This design comes from an exercise in tuning for small area on the open sky130 flow, not from production work.
Function was checked by simulation only, so behaviour that the tests miss may differ from the original.
Power figures rest on the tool's default switching activity, not on a simulated workload.

File: flow/run.sh
#!/bin/bash
# synth_recipe.tcl (not shown) runs the flow's synth.tcl, then flattens the netlist and writes it again
# the make line also repeats each setting of config.mk as NAME=value (left out here)
make -C /OpenROAD-flow-scripts/flow DESIGN_CONFIG=/design/flow/config.mk WORK_HOME=/design/flow/orfs CLKGATE_MAP_FILE= SYNTH_SCRIPT=/design/flow/synth_recipe.tcl finish
File: flow/constraint.sdc
create_clock -name core_clock -period 10.0 [get_ports {clk}]
set_input_delay 2.0000 -clock core_clock [delete_from_list [all_inputs] [get_ports {clk}]]
set_output_delay 2.0000 -clock core_clock [all_outputs]
set_load 0.01 [all_outputs]
File: flow/design.v
module stability_detector (  
    input   logic   clk,
    input   logic   data_in,
    output  logic   data_out
);
    logic[2:0] data_buffer;
    always_ff @ (posedge clk) begin
        data_buffer <= {data_buffer[1:0], data_in};
    end
    always_ff @ (posedge clk) begin
        if (data_buffer == 3'b111) begin
            data_out <= 1'b1;
        end else if (data_buffer == 3'b000) begin
            data_out <= 1'b0;
        end
    end
endmodule
module params (
    input   logic       clk,
    input   logic       reset_n,
    input   logic       write_en,
    input   logic       address,
    input   logic[7:0]  param,
    output  logic[7:0]  p,
    output  logic[7:0]  setpoint
);  
    always_ff @ (posedge clk) begin
        if (~reset_n) begin
            p        <= 16;
            setpoint <= 127;
        end else begin
            if (write_en) begin
                case (address)
                    0: p        <= param;
                    1: setpoint <= param;
                endcase
            end
        end
    end
endmodule
module spi_mcp3202_interface (
    input   logic       sys_clk,
    input   logic       sys_reset_n,
    output  logic       spi_clk,
    input   logic       spi_miso,
    output  logic       spi_mosi,
    output  logic       spi_cs_n,
    output  logic[11:0] sensor_reading,
    output  logic       reading_valid
);
    typedef enum {IDLE, START, SGL, SIGN, MSBF, NULL,
                  DATA11, DATA10, DATA9, DATA8, DATA7, DATA6, DATA5, DATA4, DATA3, DATA2, DATA1, DATA0,
                  DONENC, DONE, DONEW} controller_state;     
    controller_state state;
    controller_state next_state;
    logic[4:0] counter;
    logic[8:0] done_counter;
    always_ff @ (posedge sys_clk) begin
        if (~sys_reset_n) begin
            counter <= '0;
            done_counter <= '0;
            state <= IDLE;
        end else begin
            counter <= counter + 1;
            if (state == DONE) begin
                done_counter <= '0;
            end else begin
                done_counter <= done_counter + 1;
            end
            state <= next_state;
        end
    end
    always_ff @ (posedge sys_clk) begin
        spi_clk <= (next_state == IDLE || next_state == DONEW) ? 1'b0 : counter[4];
        spi_cs_n <= (next_state == IDLE || next_state == DONEW);
    end
    always_ff @ (posedge sys_clk) begin
        if (next_state == START) begin
            spi_mosi <= 1'b1;
        end else if (next_state == SGL) begin
            spi_mosi <= 1'b1;
        end else if (next_state == SIGN) begin
            spi_mosi <= 1'b0;
        end else if (next_state == MSBF) begin
            spi_mosi <= 1'b1;
        end else begin
            spi_mosi <= 1'b0;
        end
    end
    always_ff @ (posedge sys_clk) begin
        if (counter == 5'b10000) begin
            if (next_state == DATA11) begin
                sensor_reading[11] <= spi_miso;
            end else if (next_state == DATA10) begin
                sensor_reading[10] <= spi_miso;
            end else if (next_state == DATA9) begin
                sensor_reading[9] <= spi_miso;
            end else if (next_state == DATA8) begin
                sensor_reading[8] <= spi_miso;
            end else if (next_state == DATA7) begin
                sensor_reading[7] <= spi_miso;
            end else if (next_state == DATA6) begin
                sensor_reading[6] <= spi_miso;
            end else if (next_state == DATA5) begin
                sensor_reading[5] <= spi_miso;
            end else if (next_state == DATA4) begin
                sensor_reading[4] <= spi_miso;
            end else if (next_state == DATA3) begin
                sensor_reading[3] <= spi_miso;
            end else if (next_state == DATA2) begin
                sensor_reading[2] <= spi_miso;
            end else if (next_state == DATA1) begin
                sensor_reading[1] <= spi_miso;
            end else if (next_state == DATA0) begin
                sensor_reading[0] <= spi_miso;
            end else if (next_state == DONENC) begin
                reading_valid <= 1'b1;
            end
        end else begin
            reading_valid <= 1'b0;
        end
    end
    always_comb begin
        next_state = state;
        if (counter == 5'b00000) begin
            case (state)
                IDLE:   next_state = START;
                START:  next_state = SGL;
                SGL:    next_state = SIGN;
                SIGN:   next_state = MSBF;
                MSBF:   next_state = NULL;
                NULL:   next_state = DATA11;
                DATA11: next_state = DATA10;
                DATA10: next_state = DATA9;
                DATA9:  next_state = DATA8;
                DATA8:  next_state = DATA7;
                DATA7:  next_state = DATA6;
                DATA6:  next_state = DATA5;
                DATA5:  next_state = DATA4;
                DATA4:  next_state = DATA3;
                DATA3:  next_state = DATA2;
                DATA2:  next_state = DATA1;
                DATA1:  next_state = DATA0;
                DATA0:  next_state = DONENC;
                DONENC: next_state = DONE;
                DONE:   next_state = DONEW;
                DONEW:  next_state = (&done_counter) ? IDLE : DONEW;
            endcase 
        end
    end
endmodule
module p_controller (
    input   logic               clk,
    input   logic               reset_n,
    input   logic[11:0]         sensor_reading,
    input   logic[7:0]          setpoint,
    input   logic[7:0]          p,
    output  logic signed[7:0]   output_setpoint
);
    logic[7:0]          round_reading;
    logic signed[8:0]   error;
    logic signed[17:0]  internal_output_setpoint;
    always_ff @ (posedge clk) begin
        if (sensor_reading[3] == 1'b1 && sensor_reading[11:4] != '1) begin
            round_reading <= sensor_reading[11:4] + 1;
        end else begin
            round_reading <= sensor_reading[11:4];
        end
    end
    always_ff @ (posedge clk) begin
        error <= $signed(setpoint) - $signed(round_reading);
    end
    always_ff @ (posedge clk) begin
        internal_output_setpoint <= error * $signed({1'b0, p});
    end
    always_ff @ (posedge clk) begin
        output_setpoint <= (internal_output_setpoint >>> 10);
    end
endmodule
module pwm (
    input   logic       clk,
    input   logic       reset_n,
    input   logic[7:0]  duty_cycle,
    output  logic       pwm_out
);
    logic[9:0] counter;
    logic[9:0] switch_threshold;
    assign switch_threshold = {duty_cycle, 2'b00};
    always_ff @ (posedge clk) begin
        if (~reset_n) begin
            counter <= '0;
        end else begin
            counter <= counter + 1;
        end
    end
    always_ff @ (posedge clk) begin
        if (counter > switch_threshold) begin
            pwm_out <= 1'b0;
        end else begin
            pwm_out <= 1'b1;
        end
    end
endmodule
`default_nettype none
module motor_driver (
    input   logic               clk,
    input   logic               reset_n,
    input   logic signed[7:0]   setpoint,
    output  logic               pwm_a,
    output  logic               pwm_b
);
    logic[7:0] motor_a_duty_cycle;
    logic[7:0] motor_b_duty_cycle;
    always_ff @ (posedge clk) begin
        if (~reset_n) begin
            motor_a_duty_cycle <= 8'd127;
            motor_b_duty_cycle <= 8'd127;
        end else begin
            motor_a_duty_cycle <= $signed(8'd127) + setpoint;
            motor_b_duty_cycle <= $signed(8'd127) - setpoint;
        end
    end
    pwm a (
        .clk        (clk),
        .reset_n    (reset_n),
        .duty_cycle (motor_a_duty_cycle),
        .pwm_out    (pwm_a)
    );
    pwm b (
        .clk        (clk),
        .reset_n    (reset_n),
        .duty_cycle (motor_b_duty_cycle),
        .pwm_out    (pwm_b)
    );
endmodule
module spi_mosi_interface # (
    parameter WIDTH = 16
) (
    input   logic                   sys_clk,
    input   logic                   sys_reset_n,
    input   logic                   spi_clk,
    input   logic                   spi_mosi,
    input   logic                   spi_cs_n,
    output  logic[WIDTH-1:0]        mosi_buffer,
    output  logic                   mosi_buffer_valid
);
    logic sync_spi_clk;
    logic sync_spi_mosi;
    logic sync_spi_cs_n;
    logic sync_spi_cs_n_del;
    logic internal_reset_n;
    logic[$clog2(WIDTH):0] mosi_buffer_counter;
    always_ff @ (posedge sys_clk) begin
        if (~sys_reset_n) begin
            internal_reset_n <= 1'b0;
            sync_spi_cs_n_del <= 1'b1;
        end else begin
            if (sync_spi_cs_n == 1'b0 && sync_spi_cs_n_del == 1'b1) begin
                internal_reset_n <= 1'b0;
            end else begin
                internal_reset_n <= 1'b1;
            end
            sync_spi_cs_n_del <= sync_spi_cs_n;
        end
    end
    logic sync_spi_clk_del;
    always_ff @ (posedge sys_clk) begin
        sync_spi_clk_del <= sync_spi_clk;
    end
    always_ff @ (posedge sys_clk) begin
        if (~sys_reset_n || ~internal_reset_n) begin
            mosi_buffer_counter <= '0;
            mosi_buffer <= '0;
        end else if (sync_spi_clk && ~sync_spi_clk_del) begin
            mosi_buffer <= {mosi_buffer[WIDTH-2:0], sync_spi_mosi};
            mosi_buffer_counter <= mosi_buffer_counter + 1'b1;
        end
    end
    assign mosi_buffer_valid = (mosi_buffer_counter == WIDTH);
    stability_detector clk (sys_clk, spi_clk, sync_spi_clk);
    stability_detector mosi (sys_clk, spi_mosi, sync_spi_mosi);
    stability_detector cs_n (sys_clk, spi_cs_n, sync_spi_cs_n);
endmodule
`default_nettype none
module top (
    input   logic       clk,
    input   logic       reset_n,
    input   logic       input_spi_clk,
    input   logic       input_spi_mosi,
    input   logic       input_spi_cs_n,
    output  logic       adc_spi_clk,
    input   logic       adc_spi_miso,
    output  logic       adc_spi_mosi,
    output  logic       adc_spi_cs_n,
    output  logic       pwm_a,
    output  logic       pwm_b
);
    logic[15:0] input_mosi_buffer;
    logic       input_mosi_buffer_valid;
    logic       param_address;
    logic[7:0]  param_value;
    logic[7:0]  p;
    logic[7:0]  setpoint;
    logic[11:0] sensor_reading;
    logic[11:0] sensor_reading_captured;
    logic       sensor_reading_valid;
    logic signed[7:0] motor_setpoint;
    assign param_address = input_mosi_buffer[8];
    assign param_value = input_mosi_buffer[7:0];
    always_ff @ (posedge clk) begin
        if (sensor_reading_valid) begin
            sensor_reading_captured <= sensor_reading;
        end
    end
    spi_mosi_interface # (16) input_spi_interface (
        .sys_clk            (clk),
        .sys_reset_n        (reset_n),
        .spi_clk            (input_spi_clk),
        .spi_mosi           (input_spi_mosi),
        .spi_cs_n           (input_spi_cs_n),
        .mosi_buffer        (input_mosi_buffer),
        .mosi_buffer_valid  (input_mosi_buffer_valid)
    );
    params p_setpoint_storage (
        .clk                (clk),
        .reset_n            (reset_n),
        .write_en           (input_mosi_buffer_valid),
        .address            (param_address),
        .param              (param_value),
        .p                  (p),
        .setpoint           (setpoint)
    );
    spi_mcp3202_interface mcp3202 (
        .sys_clk            (clk),
        .sys_reset_n        (reset_n),
        .spi_clk            (adc_spi_clk),
        .spi_miso           (adc_spi_miso),
        .spi_mosi           (adc_spi_mosi),
        .spi_cs_n           (adc_spi_cs_n),
        .sensor_reading     (sensor_reading),
        .reading_valid      (sensor_reading_valid)
    );
    p_controller p_cont (
        .clk                (clk),
        .reset_n            (reset_n),
        .sensor_reading     (sensor_reading_captured),
        .setpoint           (setpoint),
        .p                  (p),
        .output_setpoint    (motor_setpoint)  
    );
    motor_driver driver (
        .clk                (clk),
        .reset_n            (reset_n),
        .setpoint           (motor_setpoint),
        .pwm_a              (pwm_a),
        .pwm_b              (pwm_b)
    );
endmodule
File: flow/config.mk
export PLATFORM = sky130hd
export DESIGN_NAME = top
export DESIGN_NICKNAME = top
export VERILOG_FILES = /design/flow/design.v
export SDC_FILE = /design/flow/constraint.sdc
export NUM_CORES = 4
export LEC_CHECK = 0
export CAP_MARGIN = 20
export CORE_MARGIN = 2
export CORE_UTILIZATION = 40
export SLEW_MARGIN = 20
==> results of run 1 <==
==> kinds of logic (layout without fill, tap and decap cells) <==
kind of cell,after synthesis,in the layout,share of synthesized area
and+or+nand+nor,338,338,0.181
DFF,183,183,0.411
buffers and inverters,163,183,0.0662
adders and majority gates,128,128,0.219
AOI/OAI and AO/OA,69,69,0.0454
xor gates and xnor gates,63,63,0.0590
muxes,17,17,0.0183
==> power by group through the flow <==
| stage | Combinational, mW | Clock, mW | Sequential (mW) |
|---|---|---|---|
| floorplan | 0.0486 | 0 | 0.781 |
| global placement | 0.0673 | 0 | 0.783 |
| detailed placement | 0.0675 | 0 | 0.783 |
| CTS | 0.0682 | 0.736 | 0.766 |
| global route | 0.0768 | 0.765 | 0.769 |
| finish | 0.0669 | 0.713 | 0.766 |
==> worst max-delay path, delay by kind of cell (launching register included) <==
| kind | cells | cell delay [ns] |
|---|---|---|
| compound gates | 5 | 1.37 |
| flops | 1 | 0.56 |
| fa+ha+maj | 5 | 2.21 |
| xor+xnor | 1 | 0.13 |
| simple gates | 2 | 0.46 |
| buf+inv | 2 | 0.09 |
==> sequential cells by signal (all words and copies together) (netlist names), 3 cells and up <==
name                                     count
p_setpoint_storage.p                         8
driver.motor_a_duty_cycle                    7
input_spi_interface.clk.data_buffer          3
input_spi_interface.mosi.data_buffer         3
p_setpoint_storage.setpoint                  8
p_cont.internal_output_setpoint              8
input_spi_interface.mosi_buffer              9
driver.motor_b_duty_cycle                    8
sensor_reading_captured                      9
mcp3202.state                               32
driver.b.counter                            10
p_cont.error                                 9
mcp3202.done_counter                         9
p_cont.output_setpoint                       8
input_spi_interface.cs_n.data_buffer         3
mcp3202.counter                              5
mcp3202.sensor_reading                       9
p_cont.round_reading                         8
driver.a.counter                            10
input_spi_interface.mosi_buffer_counter      5
==> synthesized netlist by cell type (all sizes together) (3+ instances only) <==
cell / instances / area share
nor2: 70 / 0.028
and3: 15 / 0.010
clkbuf: 17 / 0.0068
nand2: 93 / 0.037
xor2: 31 / 0.029
mux2i: 16 / 0.017
ha: 68 / 0.091
nand3: 30 / 0.016
o21ai: 19 / 0.010
nor4: 7 / 0.0054
nor2b: 8 / 0.0054
nand4: 16 / 0.011
a21o: 8 / 0.0064
nand2b: 9 / 0.0060
buf: 6 / 0.0032
edfxtp: 18 / 0.058
fa: 60 / 0.13
o21a: 3 / 0.0024
and2: 65 / 0.043
nor3: 13 / 0.0070
a21oi: 26 / 0.014
dfxtp: 165 / 0.35
and4: 3 / 0.0028
xnor2: 32 / 0.030
inv: 140 / 0.056
==> through the flow <==
step / std cells / power [mW] / area [um^2] / worst slack, ns / util
after detailed placement: 1262 / 0.851 / 9750 / 5.05 / 0.428
after CTS: 1294 / 1.57 / 10400 / 5.01 / 0.456
after global placement: 1262 / 0.850 / 9750 / 5.09 / 0.428
final: 1294 / 1.55 / 10400 / 5.02 / 0.456
after floorplan: 961 / 0.830 / 9350 / 5.29 / -
after global routing: 1294 / 1.61 / 10400 / 4.72 / 0.456
==> worst min path at each step <==
stage	start	endpoint	slack, ns	depth (start not counted)
6_report	p_cont.internal_output_setpoint[16]$_DFF_P_	p_cont.output_setpoint[6]$_DFF_P_	0.32	0
5_1_grt	p_cont.internal_output_setpoint[10]$_DFF_P_	p_cont.output_setpoint[0]$_DFF_P_	0.34	0
4_1_cts	p_cont.internal_output_setpoint[16]$_DFF_P_	p_cont.output_setpoint[6]$_DFF_P_	0.32	0
3_5_place_dp	p_cont.internal_output_setpoint[15]$_DFF_P_	p_cont.output_setpoint[5]$_DFF_P_	0.31	0
3_3_place_gp	p_cont.internal_output_setpoint[12]$_DFF_P_	p_cont.output_setpoint[2]$_DFF_P_	0.31	0
2_1_floorplan	p_cont.internal_output_setpoint[10]$_DFF_P_	p_cont.output_setpoint[0]$_DFF_P_	0.31	0
==> cells in the final DEF, fill, tap and decap left out, types with 3 or more instances in the layout <==
| master | synthesis | layout |
|---|---|---|
| a21o_1 | 8 | 8 |
| a21oi_1 | 26 | 26 |
| and2_1 | 65 | 65 |
| and3_1 | 15 | 15 |
| and4_1 | 3 | 3 |
| clkbuf_16 | 0 | 17 |
| clkdlybuf4s50_1 | 0 | 9 |
| clkinv_8 | 0 | 3 |
| dfxtp_1 | 165 | 165 |
| edfxtp_1 | 18 | 18 |
| fa_1 | 60 | 60 |
| ha_1 | 68 | 68 |
| inv_1 | 139 | 139 |
| inv_12 | 0 | 6 |
| inv_8 | 0 | 3 |
| mux2i_1 | 16 | 16 |
| nand2_1 | 93 | 93 |
| nand2b_1 | 9 | 9 |
| nand3_1 | 30 | 30 |
| nand4_1 | 16 | 16 |
| nor2_1 | 70 | 70 |
| nor2b_1 | 8 | 8 |
| nor3_1 | 13 | 13 |
| nor4_1 | 6 | 6 |
| o21a_1 | 3 | 3 |
| o21ai_0 | 17 | 17 |
| xnor2_1 | 32 | 32 |
| xor2_1 | 31 | 31 |
==> per-layer routing <==
metal | up-vias | GRT usage
li1 | 3090 | -
met1 | 2766 | 0.186
met2 | 41 | 0.240
met3 | 11 | 0.0237
met4 | 0 | 0.0463
met5 | - | 0
==> cell type report <==
type,instances,share of cell area
Multi-Input combinational cell,615,0.470
Timing Repair Buffer,11,0.00987
Inverter,140,0.0506
Sequential cell,183,0.370
Clock buffer,17,0.0409
Clock inverter,15,0.0209
Tap cell,313,0.0377
==> summary.md, run 1 <==
| Metric | Value |
|---|---|
| Final setup TNS | `0 ns` |
| Final hold viol count | `0` |
| Met3 Wirelength | `282 um` |
| Aggregate global routing overflow | `0` |
| Clock share of power | `0.461` |
| Comb pwr share | `0.043` |
| Synth Instances | `961` |
| Clk slew on worst S/H paths | `0.08 ns` |
| Vias in the first global route | `5,967` |
| Hold slack final | `0.316 ns` |
| Dominant synthesized flop cell | `dfxtp_1` |
| Status | `timing/DRC/antenna clean` |
| Top Metal Used | `met4` |
| Tmin final | `4.98 ns` |
| Area grow syn2layout | `11.2%` |
| Worst EP required | `10.30 ns` |
| CTS buffer count | `17` |
| Final Cycle Share | `0.498` |
| Initial Util | `0.411` |
| Worst Tran Pin Value | `0.897 ns` |
| DRC violations left | `0` |
| Min-Delay Path Class | `flip-flop to flip-flop` |
| Synth Register Bits | `183` |
| Max-cap violations | `0` |
| Total die area | `24,600 um^2` |
| Top-Level Pins | `11` |
| CTS tree | `built` |
| Max FO, Critical Path | `10` |
| Static leakage | `4.77 nW` |
| Worst R2R Setup Slack | `5.02 ns` |
| Htree depth | `4` |
| Clock Tree Root | `clkbuf_16` |
| Capture point of the critical path | `p_cont.internal_output_setpoint[17]$_DFF_P_` |
| Die H | `157 um` |
| Slowest cell delay on critical path | `0.56 ns` |
| Arrival @ worst endpoint | `5.28 ns` |
| First-pass DRT Iterations | `4` |
| YS warnings | `8` |
| Antenna viol nets, final | `0` |
| CTS max path bufs | `2` |
| RSZ-0062 raised after global routing | `false` |
| Vias/cell | `4.57` |
| First-pass GRT wire length | `27,900 um` |
| Gp weighted congestion | `0.818` |
| Routed wire per std cell | `12.1 um` |
| TritonCTS Sinks | `183` |
| Mapped Nets | `1,095` |
| Post-synth cell types | `48` |
| Mapped Area | `9350 um^2` |
| Routed wire length | `15,700 um` |
| Worst vdd ir | `0.0975 mV` |
| Sequential fraction of the synthesis area | `0.411` |
| Area occupied by multi-input gates | `4890 um^2` |
| Setup crit start kind | `flip-flop` |
| Sequential power share | `0.496` |
| Via Count | `5,908` |
| Post_cts resized | `0` |
| Worst path most repeated cell | `fa_1` |
| Total core area | `22,800 um^2` |
| RR Startpoint | `p_setpoint_storage.p[1]$_SDFFE_PN0P_` |
| Layout cell share with drive strength beyond 1 | `0.0428` |
| Reg area | `3840 um^2` |
| Clock skew | `0.0257 ns` |
| Latest clock arrival within the worst-skew pair | `0.44 ns` |
| FILL cells | `2,135` |
| Ordered cell list for the critical path | `and2_1, fa_1, fa_1, fa_1, inv_1, fa_1, inv_1, ha_1, and3_1, a221o_1, a221oi_2, o21ai_1, o41ai_2, o21bai_1, xnor2_1` |
| Final nets | `1,102` |
| Pins Over Slew Limit | `0` |
| Worst R2R End | `p_cont.internal_output_setpoint[17]$_DFF_P_` |
| Synth Area per Inst | `9.73 um^2` |
| Post-CTS setup buffer count | `0` |
| CP Capture Type | `flip-flop` |
| Sw frac | `0.265` |
| Die width | `157 um` |
| Number of flops mapped to enable cells by yosys | `18` |
| Crit path kind | `flip-flop to flip-flop` |
| Row Count | `55` |
| Hpwl dp | `11,500 um` |
| First DRT Iteration DRCs | `258` |
| Max Fclk | `0.201 GHz` |
| Inserted Diodes | `0` |
| Met2 wire length | `7390 um` |
| Cell count of the worst reg-to-reg path | `15` |
| P_int | `1.14 mW` |
| Hold buffers post-CTS | `0` |
| Slowest stage cell, crit path | `dfxtp_1` |
| Met1 wire length | `7790 um` |
| Origin of the worst setup path | `p_setpoint_storage.p[1]$_SDFFE_PN0P_` |
| # setup viols final | `0` |
| Maximum number of pins on one net before global-route repair | `60` |
| Initial antenna violation count | `0` |
| Post-synth ARST share | `0` |
| # port buffers | `10` |
| Pwr Density | `149 nW/um^2` |
| GR Util All Layers | `0.142` |
| Switching power | `0.409 mW` |
| Rel. slew slack | `0.400` |
==> run 2: changes to the inputs <==
==> flow/design.v (replaced) <==
`default_nettype none
module top (
    input   logic       clk,
    input   logic       reset_n,
    input   logic       input_spi_clk,
    input   logic       input_spi_mosi,
    input   logic       input_spi_cs_n,
    output  logic       adc_spi_clk,
    input   logic       adc_spi_miso,
    output  logic       adc_spi_mosi,
    output  logic       adc_spi_cs_n,
    output  logic       pwm_a,
    output  logic       pwm_b
);
    logic [9:0] n;
    logic [5:0] s;
    always_ff @(posedge clk) begin
        if (~reset_n) begin
            n <= '1;
            s <= 6'd35;
        end else begin
            n <= n + 1'b1;
            if (&n[4:0])
                s <= (s == 6'd35) ? 6'd0 : s + 1'b1;
        end
    end
    assign adc_spi_cs_n = (s >= 6'd19);
    assign adc_spi_clk  = ~adc_spi_cs_n & n[4];
    assign adc_spi_mosi = (s == 6'd0) | (s == 6'd1) | (s == 6'd3);
    logic [8:0] sr;
    always_ff @(posedge clk) begin
        if (n[4:0] == 5'd15 && s >= 6'd5 && s <= 6'd13)
            sr <= {sr[7:0], adc_spi_miso};
    end
    logic [7:0] r8;
    logic       rx, rf;
    always_ff @(posedge clk) begin
        if (s == 6'd17 && n[4:0] == 5'd21) begin
            r8 <= sr[8:1];
            rf <= sr[0] & ~(&sr[8:1]);
            rx <= sr[8] | (sr[0] & (&sr[7:1]));
        end
    end
    logic       clk_q;
    logic [3:0] since;
    logic [4:0] bitcnt;
    logic [8:0] buffer;
    logic [7:0] p, setpoint;
    wire rise  = input_spi_clk & ~clk_q;
    wire shift = (since == 4'd1);
    wire valid = (bitcnt == 5'd16);
    always_ff @(posedge clk) begin
        clk_q <= input_spi_clk;
        if (rise)
            since <= 4'd0;
        else if (~since[3])
            since <= since + 1'b1;
        if (shift)
            buffer <= {buffer[7:0], input_spi_mosi};
    end
    always_ff @(posedge clk) begin
        if (~reset_n || input_spi_cs_n)
            bitcnt <= '0;
        else if (shift)
            bitcnt <= bitcnt + 1'b1;
    end
    always_ff @(posedge clk) begin
        if (~reset_n) begin
            p        <= 8'd16;
            setpoint <= 8'd127;
        end else if (valid) begin
            if (~buffer[8] && since == 4'd7)
                p <= buffer[7:0];
            if (buffer[8] && since[3])
                setpoint <= buffer[7:0];
        end
    end
    wire signed [8:0]  err  = $signed({setpoint[7], setpoint}) - $signed({rx, r8}) - $signed({8'd0, rf});
    wire signed [17:0] prod = err * $signed({1'b0, p});
    wire signed [7:0]  cmd  = prod[17:10];
    wire [7:0] duty_a = 8'd127 + cmd;
    wire [7:0] duty_b = 8'd127 - cmd;
    always_ff @(posedge clk) begin
        pwm_a <= (&n) | (n[9:2] < duty_a);
        pwm_b <= (&n) | (n[9:2] < duty_b);
    end
endmodule
==> run 2 against run 1 <==
  * Register-to-register slack got worse by 3.4 ns
  * Critical path type unchanged
  * Cell count decreased by 30%
  * Synthesized cell count decreased by 30%
  * Sequential share of layout area decreased by 13 points
  * Global-route usage increased by 1.4 points
  * Highest routed layer unchanged
  * Cell area decreased by 32%
  * Die area decreased by 30%
  * Maximum frequency decreased by 41%
  * Still clean
  * Utilization decreased by 1.1 points
==> summary.md, run 2 <==
| Metric | Value |
|---|---|
| Status | `timing/DRC/antenna clean` |
| Static leakage | `3.34 nW (-30%)` |
| First-pass DRT Iterations | `4 (unchanged)` |
| Antenna viol nets, final | `0 (unchanged)` |
| Post_cts resized | `0 (unchanged)` |
| Hpwl dp | `9790 um (-15%)` |
| Synth Area in Compound Gates | `0.0776 (+0.0323)` |
| Die width | `131 um (-16%)` |
| RSZ-0062 raised after global routing | `false` |
| Largest area contributor in the synthesized netlist | `fa_1` |
| Crit path kind | `flip-flop to flip-flop` |
| Synth Instances | `676 (-30%)` |
| TritonCTS Sinks | `72 (-61%)` |
| Worst path most repeated cell | `fa_1` |
| Post-synth ARST share | `0 (unchanged)` |
| Dominant synthesized flop cell | `dfxtp_1` |
| Largest family of logic cells by synthesized area | `adder cells` |
| Mux contribution to synthesized area | `0.0159 (-0.00245)` |
| Clock Tree Root | `clkbuf_16` |
| Initial Util | `0.408 (-0.00225)` |
| Max FO, Critical Path | `12 (+2)` |
| Number of flops mapped to enable cells by yosys | `28 (+10)` |
| Worst Tran Pin Value | `0.953 ns (+0.0553 ns)` |
| Clk slew on worst S/H paths | `0.05 ns (-0.03 ns)` |
| Top-Level Pins | `11 (unchanged)` |
| Yosys top cell area share | `0.189 (-0.164)` |
| Final hold viol count | `0 (unchanged)` |
| Routed wire length | `12,400 um (-21%)` |
| Routed wire per std cell | `13.7 um (+13%)` |
| Total core area | `15,800 um^2 (-31%)` |
| # setup viols final | `0 (unchanged)` |
| Most frequent cells in the layout | `inv_1 (127), nand2_1 (73), ha_1 (73)` |
| Pwr Density | `121 nW/um^2 (-19%)` |
| CP Capture Type | `flip-flop` |
| Maximum number of pins on one net before global-route repair | `34 (-43%)` |
| Inserted Diodes | `0 (unchanged)` |
| Layout cell share with drive strength beyond 1 | `0.0422 (-0.000601)` |
| Tmin final | `8.42 ns (+3.44 ns)` |
| XOR/XNOR share of the synthesized area | `0.0631 (+0.00411)` |
| Rel. slew slack | `0.360 (-0.0402)` |
| Row Count | `46 (-16%)` |
| Initial antenna violation count | `0 (unchanged)` |
| Synth Area in Simple Gates | `0.162 (-0.0186)` |
| Max-cap violations | `0 (unchanged)` |
| CTS tree | `built` |
| Min-Delay Path Class | `flip-flop to flip-flop` |
| Final Cycle Share | `0.842 (+0.344)` |
| Post-synth cell types | `55 (+15%)` |
| Final nets | `822 (-25%)` |
| CTS buffer count | `9 (-8)` |
| Slowest stage cell, crit path | `xnor2_1` |
| Hold buffers post-CTS | `0 (unchanged)` |
| Latest clock arrival within the worst-skew pair | `0.32 ns (-0.12 ns)` |
| Vias/cell | `4.86 (+6.4%)` |
| Largest reg by FF count | `n` |
| Synth top area cells | `fa_1 (19%), ha_1 (14%), dfxtp_1 (14%)` |
| Mapped Area | `6460 um^2 (-31%)` |
| Max Fclk | `0.119 GHz (-41%)` |
| # port buffers | `10 (unchanged)` |
| Mapped Nets | `816 (-25%)` |
| Max reg flops | `10 (-69%)` |
| Vias in the first global route | `4,722 (-21%)` |
| Final setup TNS | `0 ns (unchanged)` |
| Synth cell count leaders | `inv_1 (127), ha_1 (73), nand2_1 (73), fa_1 (61), dfxtp_1 (44)` |
| Htree depth | `3 (-1)` |
| Slowest cell delay on critical path | `0.69 ns (+0.13 ns)` |
| First DRT Iteration DRCs | `173 (-33%)` |
| Post-CTS setup buffer count | `0 (unchanged)` |
| Synth Area per Inst | `9.56 um^2 (-1.8%)` |
| DRC violations left | `0 (unchanged)` |
| Dominant cell by count in the synthesized netlist | `inv_1` |
| Synth Register Bits | `72 (-61%)` |
| Via Count | `4,385 (-26%)` |
| CTS max path bufs | `2 (unchanged)` |
| Arrival @ worst endpoint | `8.67 ns (+3.39 ns)` |
| Tot Pwr | `0.850 mW (-45%)` |
| Aggregate global routing overflow | `0 (unchanged)` |
| Setup crit start kind | `flip-flop` |
| GR Util All Layers | `0.156 (+0.0135)` |
| Largest registers | `n x10, buffer x9, sr x9` |
| Worst vdd ir | `0.107 mV (+9.9%)` |
| Pins Over Slew Limit | `0 (unchanged)` |
| Most common cell after layout, fill and taps aside | `inv_1` |
| Clock skew | `0.00522 ns (-0.0205 ns)` |
| First-pass GRT wire length | `22,300 um (-20%)` |
| Worst EP required | `10.25 ns (-0.05 ns)` |
| Total die area | `17,200 um^2 (-30%)` |
| YS warnings | `1 (-7)` |
| Post-Synth Adder-Cell Area | `0.330 (+0.111)` |
| Sequential fraction of the synthesis area | `0.266 (-0.145)` |
| Gp weighted congestion | `0.835 (+2.1%)` |
| Die H | `131 um (-16%)` |
| Area grow syn2layout | `9.08%` |
-- run 2: final timing paths --
path | endpoint | from | slack, ns | cells past startpoint
worst max-delay path | pwm_a$_DFF_P_ | r8[0]$_DFFE_PP_ | 1.58 | 32
worst min register to register | n[0]$_SDFF_PN1_ | n[0]$_SDFF_PN1_ | 0.45 | 1
worst min-delay path | n[0]$_SDFF_PN1_ | n[0]$_SDFF_PN1_ | 0.45 | 1
worst max register to register | pwm_a$_DFF_P_ | r8[0]$_DFFE_PP_ | 1.58 | 32
-- run 2: logic make-up (layout without fill, tap and decap cells) --
family | Yosys count | after routing
buf+inv | 145 | 156
xor+xnor | 45 | 45
flops | 72 | 72
simple gates | 202 | 202
mux | 9 | 9
fa+ha+maj | 134 | 134
compound gates | 69 | 69
-- run 2: power by group --
group / leakage, nW / total (mW) / switching [mW] / internal [mW]
sequential: 0.615 / 0.403 / 0.0494 / 0.353
clock: 0.134 / 0.284 / 0.116 / 0.168
combinational: 2.59 / 0.164 / 0.0827 / 0.0811
-- run 2: final cells by class --
cell class | count | area (um^2)
sequential | 72 | 1720
fill | 1497 | 8780
timing repair buffer | 13 | 118
clock buffer | 11 | 233
tap | 216 | 270
multi-input combinational | 459 | 4200
inverter | 127 | 477
clock inverter | 5 | 31.3
-- run 2: critical path, delay by kind of cell (launching register included) --
kind | cells | cell delay (ns)
simple gates | 8 | 1.71
fa+ha+maj | 8 | 3.32
flops | 1 | 0.36
xor+xnor | 1 | 0.69
compound gates | 10 | 1.97
buf+inv | 5 | 0.28
-- run 2: routing by layer --
layer,up-vias,global-route usage,share of wire
li1,2191,-,-
met1,2111,0.200,0.47
met2,59,0.270,0.49
met3,24,0.0231,0.024
met4,0,0.0513,0.019
met5,-,0,0
-- run 2: through the flow --
step           cells  setup WS [ns]  utilization  hold WS (ns)  instance area, um^2
2_1_floorplan    676           2.25            -         0.413                 6460
3_3_place_gp     887           1.87        0.429         0.429                 6790
3_5_place_dp     887           1.57        0.429         0.433                 6790
4_1_cts          903           1.55        0.445         0.448                 7050
5_1_grt          903           1.03        0.445         0.482                 7050
6_report         903           1.58        0.445         0.447                 7050
==> run 3: changes to the inputs <==
--- a/flow/config.mk
+++ b/flow/config.mk
@@ -6,4 +6,5 @@
 export NUM_CORES = 4
 export LEC_CHECK = 0
+export ABC_AREA = 1
 export CAP_MARGIN = 20
 export CORE_MARGIN = 2
==> run 3 against run 2 <==
  * Synthesized cell count is 18% higher
  * Critical path type unchanged
  * Via count is 11% higher
  * Die area is 1.9% higher
  * Register-to-register slack better by 1.3 ns
  * Hold slack worse by 0.011 ns
  * Critical path depth is 7 higher
  * Global-route usage is 0.30 points higher
  * Largest power group unchanged
  * Sequential share of layout area is 0.58 points lower
  * Sequential power is 5.5% lower
  * Critical endpoint unchanged
  * Combinational power is 21% lower
  * Setup slack better by 1.3 ns
==> summary.md, run 3 <==
| Metric | Value |
|---|---|
| Status | `timing/DRC/antenna clean` |
| Dominant synthesized flop cell | `dfxtp_1` |
| Hpwl dp | `10,500 um (+7.7%)` |
| CTS tree | `built` |
| Clock Tree Root | `clkbuf_16` |
| Die width | `132 um (+0.93%)` |
| Initial antenna violation count | `0 (unchanged)` |
| Tot Pwr | `0.825 mW (-3.0%)` |
| Hold buffers post-CTS | `0 (unchanged)` |
| Area grow syn2layout | `9.61%` |
| First DRT Iteration DRCs | `269 (+55%)` |
| Worst Hold Path EP | `n[0]$_SDFF_PN1_` |
| # port buffers | `10 (unchanged)` |
| Synth Instances | `801 (+18%)` |
| First-pass DRT Iterations | `4 (unchanged)` |
| CTS max path bufs | `2 (unchanged)` |
| Non-filler cells, final | `1,037 (+15%)` |
| Dpl ws | `2.85 ns (+1.27 ns)` |
| Pins Over Slew Limit | `0 (unchanged)` |
| RSZ-0062 raised after global routing | `false` |
| # setup viols final | `0 (unchanged)` |
| Yosys top cell area share | `0.185 (-0.00355)` |
| Inst Count DP | `1,021 (+15%)` |
| DRC violations left | `0 (unchanged)` |
| TritonCTS Sinks | `72 (unchanged)` |
| Clock skew | `0.0103 ns (+0.00512 ns)` |
| Worst R2R Setup Slack | `2.84 ns (+1.25 ns)` |
| Post-synth ARST share | `0 (unchanged)` |
| Max FO, Critical Path | `7 (-5)` |
| Setup crit start kind | `flip-flop` |
| Via Count | `4,885 (+11%)` |
| Synth Register Bits | `72 (unchanged)` |
| Worst vdd ir | `0.144 mV (+34%)` |
| Largest reg by FF count | `n` |
| CTS buffer count | `9 (unchanged)` |
| Total core area | `16,000 um^2 (+1.1%)` |
| Largest area contributor in the synthesized netlist | `fa_1` |
| Worst R2R End | `pwm_a$_DFF_P_` |
| Synth top area cells | `fa_1 (19%), ha_1 (14%), dfxtp_1 (13%)` |
| Worst path most repeated cell | `nand2_1` |
| Vias/cell | `4.71 (-3.0%)` |
| Crit path kind | `flip-flop to flip-flop` |
| Initial Util | `0.412 (+0.00334)` |
| GR Util All Layers | `0.159 (+0.00297)` |
| FILL cells | `1,618 (+8.1%)` |
| CP Capture Type | `flip-flop` |
| Most frequent cells in the layout | `inv_1 (186), nand2_1 (142), ha_1 (73)` |
| Die H | `132 um (+0.93%)` |
| Final setup TNS | `0 ns (unchanged)` |
| Setup slack after layout | `2.84 ns (+1.25 ns)` |
| Total die area | `17,500 um^2 (+1.9%)` |
| Routed wire per std cell | `12.2 um (-11%)` |
| Static leakage | `3.63 nW (+8.7%)` |
| Post_cts resized | `0 (unchanged)` |
| Final Cycle Share | `0.716 (-0.125)` |
| Sequential fraction of the synthesis area | `0.261 (-0.00501)` |
| Number of flops mapped to enable cells by yosys | `28 (unchanged)` |
| RR Startpoint | `r8[0]$_DFFE_PP_` |
| Tmin final | `7.16 ns (-1.25 ns)` |
| Synth Area per Inst | `8.22 um^2 (-14%)` |
| Slowest stage cell, crit path | `fa_1` |
| Synth cell count leaders | `inv_1 (186), nand2_1 (142), ha_1 (73), fa_1 (61), nor2_1 (61)` |
| Hold Crit Depth | `1 (unchanged)` |
| Clk slew on worst S/H paths | `0.07 ns (+0.02 ns)` |
| Inserted Diodes | `0 (unchanged)` |
| Post-CTS setup buffer count | `0 (unchanged)` |
| Antenna viol nets, final | `0 (unchanged)` |
| Gp weighted congestion | `0.836 (about the same)` |
| Routed wire length | `12,600 um (+2.1%)` |
| Largest registers | `n x10, buffer x9, sr x9` |
| Vias in the first global route | `4,848 (+2.7%)` |
| Dominant cell by count in the synthesized netlist | `inv_1` |
| First-pass GRT wire length | `22,700 um (+1.9%)` |
| Aggregate global routing overflow | `0 (unchanged)` |
| Min-Delay Path Class | `flip-flop to flip-flop` |
| Max reg flops | `10 (unchanged)` |
| Most common cell after layout, fill and taps aside | `inv_1` |
| Rel. slew slack | `0.504 (+0.144)` |
| Cell count of the worst reg-to-reg path | `39 (+22%)` |
| Max-cap violations | `0 (unchanged)` |
| Mapped Area | `6590 um^2 (+1.9%)` |
| Final nets | `956 (+16%)` |
| Slowest cell delay on critical path | `0.58 ns (-0.11 ns)` |
| Final hold viol count | `0 (unchanged)` |
| YS warnings | `1 (unchanged)` |
| Mapped Nets | `941 (+15%)` |
| Layout cell share with drive strength beyond 1 | `0.0609 (+0.0187)` |
| Hold_sp | `n[0]$_SDFF_PN1_` |
| Row Count | `46 (unchanged)` |
| Post-synth cell types | `45 (-18%)` |
| Maximum number of pins on one net before global-route repair | `21 (-38%)` |
| Pwr Density | `114 nW/um^2 (-5.3%)` |
| Arrival @ worst endpoint | `7.45 ns (-1.22 ns)` |
| Top-Level Pins | `11 (unchanged)` |
| Max Fclk | `0.140 GHz (+17%)` |
| Htree depth | `3 (unchanged)` |
| Latest clock arrival within the worst-skew pair | `0.34 ns (+0.02 ns)` |
| Worst Tran Pin Value | `0.741 ns (-0.212 ns)` |
| Worst EP required | `10.29 ns (+0.04 ns)` |
## run 3: changes by cell type after synthesis, moves of 10 or more
cell      before  now
a21o_1        13    1
o21ai_0        6   30
inv_1        127  186
xnor2_1       29    9
clkbuf_1      15    5
nand3_1       12   22
a21oi_1       17   47
nand2_1       73  142
nor2b_1       12    0
nor2_1        25   61
and2_1        30    0
## run 3: cells by family (layout without fill, tap and decap cells)
kind of cell	Yosys count	after routing	synth area share
AOI/OAI and AO/OA	98	98	0.0836
xor gates and xnor gates	19	19	0.0264
adders and majority gates	134	134	0.324
buffers and inverters	199	219	0.116
DFF	72	72	0.261
and+or+nand+nor	279	279	0.189
## run 3: layout make-up
class                           instances  area (um^2)  area share
Multi-Input combinational cell        530         4100       0.568
Clock inverter                          7         68.8     0.00953
Inverter                              191          717      0.0993
Sequential cell                        72         1720       0.238
Clock buffer                            9          225      0.0312
Tap cell                              216          270      0.0374
Timing Repair Buffer                   12          115      0.0159
## run 3: stage by stage
step | area [um^2] | hold slack (ns) | utilization
after detailed placement | 6930 | 0.426 | 0.433
final | 7220 | 0.436 | 0.451
after CTS | 7220 | 0.440 | 0.451
after global placement | 6930 | 0.420 | 0.433
after global routing | 7220 | 0.459 | 0.451
after floorplan | 6590 | 0.401 | -
## run 3: routing by layer
| layer | track usage | share of wire | vias to the layer above |
|---|---|---|---|
| met1 | 0.227 | 0.52 | 2297 |
| met4 | 0.0424 | 0.014 | 0 |
| met3 | 0.0246 | 0.027 | 12 |
| met5 | 0 | 0 | - |
| met2 | 0.250 | 0.44 | 59 |
| li1 | - | - | 2517 |
## run 3: how the worst max path moves through the flow
stage                     to            start  slack [ns]  depth (start not counted)
3_5_place_dp   pwm_a$_DFF_P_  r8[0]$_DFFE_PP_        2.85                         39
6_report       pwm_a$_DFF_P_  r8[0]$_DFFE_PP_        2.84                         39
4_1_cts        pwm_a$_DFF_P_  r8[0]$_DFFE_PP_        2.80                         39
2_1_floorplan  pwm_a$_DFF_P_  r8[0]$_DFFE_PP_        3.45                         38
3_3_place_gp   pwm_a$_DFF_P_  r8[0]$_DFFE_PP_        2.91                         38
5_1_grt        pwm_a$_DFF_P_  r8[0]$_DFFE_PP_        2.24                         40
## run 3: critical path, delay by kind of cell, from the launching register on
family | cells | cell delay [ns]
XOR/XNOR | 1 | 0.32
flip-flops | 1 | 0.37
AND/OR/NAND/NOR | 17 | 1.57
buffers and inverters | 6 | 0.38
adder cells (fa/ha/maj) | 9 | 3.63
AO/OA/AOI/OAI | 6 | 0.86
## run 3: where the power goes
part | total [mW] | switching, mW | internal, mW
registers | 0.381 | 0.0350 | 0.346
logic | 0.129 | 0.0755 | 0.0533
clock network | 0.315 | 0.138 | 0.176
total | 0.825 | 0.249 | 0.576

## re-timing with driven ports
In the flow no input, the clock included, has a driving cell. The finished layouts below were timed again as built, in two steps.
Step 1, drivers: a clkbuf_16 drives clk and a buf_2 each remaining input, both assumed.
Step 2 also shifts input and output timing later by t, the mid clock arrival at the registers, as if the neighbouring blocks saw the same clock.
Slacks: no drivers / after step 1 / after step 2; pairs: no drivers / after step 1.
run	t, ns	slack for setup (ns)	hold slack, ns	worst data-port slew with drivers (ns)
run 1	0.472	5.023 / 5.023 / 5.023	0.316 / 0.316 / 0.316	0.04
run 2	0.358	1.584 / 1.584 / 1.584	0.447 / 0.447 / 0.447	0.04
run 3	0.366	2.837 / 2.837 / 2.837	0.436 / 0.436 / 0.436	0.03
After both steps setup and hold are still met in every run listed.
